Context: an optimization exercise on an open-source flow, tuned for small area and a short achievable clock period. The choices shown serve that exercise and are no tape-out recipe.

==> flow/design.v <==
module hd_calcu_4m(input [15:0] a,
                   output [4:0] hd
                  );
  wire c0, s0, c1, s1, c2, s2, c3, s3, c4, s4, c5, s5, c6, s6, c7, s7, c8, s8, c9, s9, c10, s10, c11, s11, c12, s12, c13, s13, c14, s14;
  ham_fa f0 (a[0], a[10], a[11], c0, s0);
  ham_fa f1 (a[12], a[13], a[14], c1, s1);
  ham_fa f2 (a[15], a[1], a[2], c2, s2);
  ham_fa f3 (a[3], a[4], a[5], c3, s3);
  ham_fa f4 (a[6], a[7], a[8], c4, s4);
  ham_fa f5 (a[9], s0, s1, c5, s5);
  ham_fa f6 (s2, s3, s4, c6, s6);
  ham_ha h7 (s5, s6, c7, s7);
  ham_fa f8 (c0, c1, c2, c8, s8);
  ham_fa f9 (c3, c4, c5, c9, s9);
  ham_fa f10 (c6, s8, c7, c10, s10);
  ham_ha h11 (s9, s10, c11, s11);
  ham_fa f12 (c8, c9, c10, c12, s12);
  ham_ha h13 (c11, s12, c13, s13);
  ham_ha h14 (c12, c13, c14, s14);
  assign hd[0] = s7;
  assign hd[1] = s11;
  assign hd[2] = s13;
  assign hd[3] = s14;
  assign hd[4] = c14;
endmodule
module ham_fa(input a, input b, input c, output co, output s);
  assign s  = a ^ b ^ c;
  assign co = (a & b) | (a & c) | (b & c);
endmodule
module ham_ha(input a, input b, output co, output s);
  assign s  = a ^ b;
  assign co = a & b;
endmodule
module ham(data_in, data_out, clk, resetn);
input [31:0] data_in;
input clk, resetn;
output reg [33:0] data_out;
wire p1 = data_out[1];
wire p0 = data_out[0];
wire [15:0] va, vb, vn, vz;
genvar k;
generate
  for (k = 0; k < 16; k = k + 1) begin : pr
    wire d1 = data_in[2*k+1];
    wire d0 = data_in[2*k];
    wire q1 = data_out[2*k+3];
    wire q0 = data_out[2*k+2];
    wire x  = d1 ^ d0;
    assign va[k] = d1 ^ q1;
    assign vb[k] = d0 ^ q0;
    assign vn[k] = x ? va[k] : ~vb[k];
    assign vz[k] = x ? ~vb[k] : va[k];
  end
endgenerate
wire [4:0] A, B, N, Z;
hd_calcu_4m ca(va, A);
hd_calcu_4m cb(vb, B);
hd_calcu_4m cn(vn, N);
hd_calcu_4m cz(vz, Z);
function geq;
  input [4:0] u, v;
  input c;
  reg cy;
  integer j;
  begin
    cy = ~c;
    for (j = 0; j < 5; j = j + 1)
      cy = (u[j] & ~v[j]) | (u[j] & cy) | (~v[j] & cy);
    geq = cy;
  end
endfunction
wire ie = A[4] | (A[3] & (~p1 | A[2] | A[1] | A[0]));
wire io = B[4] | (B[3] & (~(p1 & p0) | B[2] | B[1] | B[0])) |
          (~p1 & ~p0 & B[2] & B[1] & B[0]);
wire se = N[4] | (N[3] & (p0 | ~p1 | N[2] | N[1] | N[0])) |
          (p0 & ~p1 & N[2] & N[1] & N[0]);
wire so = ~Z[4] & (~Z[3] | (~p1 & ~Z[2] & ~Z[1] & ~Z[0]));
wire is = geq(A, N, p0);
wire eo = geq(B, A, p0);
wire sel_i = ie & io & is;
wire sel_s = ~is & se & so;
wire sel_e = ~ie & ~se & eo;
wire c1 = ~sel_i & ~sel_s;
wire c0 = ~sel_i & ~sel_e;
wire inv1 = ~(c1 & ~c0);    
wire inv0 = ~(c1 & c0);     
reg [33:0] nxt;
integer i;
always @(*) begin
  nxt[1:0] = {c1, c0};
  for (i = 0; i < 16; i = i + 1) begin
    nxt[2*i+3] = sel_s ? data_in[2*i]   : data_in[2*i+1] ^ inv1;
    nxt[2*i+2] = sel_s ? data_in[2*i+1] : data_in[2*i]   ^ inv0;
  end
end
always @(posedge clk, negedge resetn)
begin
  if (!resetn)
    data_out <= 34'd0;
  else
    data_out <= nxt;
end
endmodule
==> flow/config.mk <==
export PLATFORM = sky130hd
export DESIGN_NAME = ham
export DESIGN_NICKNAME = ham
export VERILOG_FILES = /design/flow/design.v
export SDC_FILE = /design/flow/constraint.sdc
export NUM_CORES = 4
export LEC_CHECK = 0
export CAP_MARGIN = 20
export CORE_MARGIN = 2
export CORE_UTILIZATION = 40
export SETUP_SLACK_MARGIN = 4
export SLEW_MARGIN = 20
==> flow/constraint.sdc <==
create_clock -name core_clock -period 12.5 [get_ports {clk}]
set_input_delay 2.5000 -clock core_clock [delete_from_list [all_inputs] [get_ports {clk}]]
set_output_delay 2.5000 -clock core_clock [all_outputs]
set_load 0.01 [all_outputs]
standard.sh (not shown) runs the stock make flow with config.mk's settings and CLKGATE_MAP_FILE= SYNTH_SCRIPT=/design/flow/synth_recipe.tcl, a recipe that flattens the netlist after the stock synthesis.
==> flow/flow/run.sh <==
#!/bin/bash
set -euo pipefail
export BUFFER_PORTS_ARGS="-buffer_cell sky130_fd_sc_hd__buf_1"
bash standard.sh > standard.log 2>&1
The baseline produced a clean layout.
Change:
- SETUP_SLACK_MARGIN: 4 -> 5
- SYNTH_HIERARCHICAL: not set -> 1
- SYNTH_MINIMUM_KEEP_SIZE: not set -> 0
Result: Worst hold slack improves by 0.080 ns. Clock skew barely changes.
Function was not checked in any run of this note: the RTL went through the layout flow alone.

* * *

RTL: the design.v shown in full above, as it stands there.
==> flow/config.mk <==
export PLATFORM = sky130hd
export DESIGN_NAME = ham
export DESIGN_NICKNAME = ham
export VERILOG_FILES = /design/flow/design.v
export SDC_FILE = /design/flow/constraint.sdc
export NUM_CORES = 4
export LEC_CHECK = 0
export CAP_MARGIN = 20
export CORE_MARGIN = 2
export CORE_UTILIZATION = 40
export CTS_BUF_LIST = sky130_fd_sc_hd__clkbuf_8
export SETUP_SLACK_MARGIN = 5
export SLEW_MARGIN = 20
export SYNTH_HIERARCHICAL = 1
export SYNTH_MINIMUM_KEEP_SIZE = 0
==> flow/constraint.sdc <==
create_clock -name core_clock -period 12.5 [get_ports {clk}]
set_input_delay 2.5000 -clock core_clock [delete_from_list [all_inputs] [get_ports {clk}]]
set_output_delay 2.5000 -clock core_clock [all_outputs]
set_load 0.01 [all_outputs]
Scripts as last shown in full above: flow/flow/run.sh
==> next run, changes <==
Settings changed: CORE_UTILIZATION 40 to 60, CTS_BUF_LIST sky130_fd_sc_hd__clkbuf_8 to not set.
Routed wire length decreases by a few percent.
Sequential share of layout area came out higher by 0.35 points.
Global-route usage grows by 8.6 points.
Clock skew barely changes.
==> next run, changes <==
Settings changed: CORE_UTILIZATION 60 to 40, CTS_BUF_LIST set to sky130_fd_sc_hd__clkbuf_4, SYNTH_HIERARCHICAL 1 to not set, SYNTH_MINIMUM_KEEP_SIZE 0 to not set.
What happened: The changed run completed without violations. Via count increases by a few percent. Maximum frequency is about the same.
==> next run, changes <==
Settings changed: ABC_AREA set to 1, CORE_UTILIZATION 40 to 60, CTS_BUF_LIST sky130_fd_sc_hd__clkbuf_4 to sky130_fd_sc_hd__clkbuf_8, SYNTH_HIERARCHICAL set to 1, SYNTH_MINIMUM_KEEP_SIZE set to 0.
=> Sequential share of layout area climbs by 2.1 points; die area drops by about 37%; final cell count decreases by about 7%; utilization went up by 20 points; count of clock-buffer cells in the layout stays the same; setup slack improved by 210 ps; sequential cell count stays the same.
==> next run, changes <==
Settings changed: ABC_AREA 1 to not set, CORE_UTILIZATION 60 to 40, CTS_BUF_LIST sky130_fd_sc_hd__clkbuf_8 to not set, SYNTH_HIERARCHICAL 1 to not set, SYNTH_MINIMUM_KEEP_SIZE 0 to not set.
Effect: The new run ran to the end with no violations. Utilization fell by 19 points. Via count rose by 12%. Synthesized cell count rose by 2.9%. Global-route usage fell by 7.7 points. Synthesized area rose by 7.7%. Register-to-register slack loses 360 ps. Wire length rose by 19%.
Function was not checked in any run of this note: the RTL went through the layout flow alone.

[static timing again, ports no longer ideal]
How much do the figures lean on ideal ports? The routed layouts below were timed once more, with nothing changed but the port constraints. Step 1 assumes that a clkbuf_16 drives the clock port and a buf_2 every other input. Step 2 also shifts input and output timing later by t, the mid clock arrival at the registers, as if the neighbouring blocks saw the same clock. Slacks: ideal ports / drivers / drivers and shift; pairs: ideal ports / drivers.
run	t, ns	setup WS [ns]	worst setup path after step 2	latest minus earliest clock arrival (ns)	worst register clock-pin slew, ns
the first run of note 1	0.316	4.604 / 4.615 / 4.299	input to register	0.008 / 0.008	0.06 / 0.06
the second run of note 1	0.312	5.234 / 5.247 / 4.935	input to register	0.005 / 0.004	0.06 / 0.06
the first run of note 2	0.324	5.228 / 5.237 / 4.913	input to register	0.009 / 0.010	0.08 / 0.08
the second run of note 2	0.315	5.172 / 5.179 / 4.864	input to register	0.009 / 0.010	0.08 / 0.08
the third run of note 2	0.362	5.172 / 5.178 / 4.815	input to register	0.011 / 0.011	0.12 / 0.12
the fourth run of note 2	0.317	5.383 / 5.389 / 5.072	input to register	0.009 / 0.009	0.08 / 0.08
the fifth run of note 2	0.312	5.179 / 5.191 / 4.878	input to register	0.006 / 0.007	0.06 / 0.06
After both steps setup and hold are still met in every run listed. The setup slack of the third run of note 2, which loses most, moves by +0.006 ns with the drivers and by -0.357 ns with both steps.
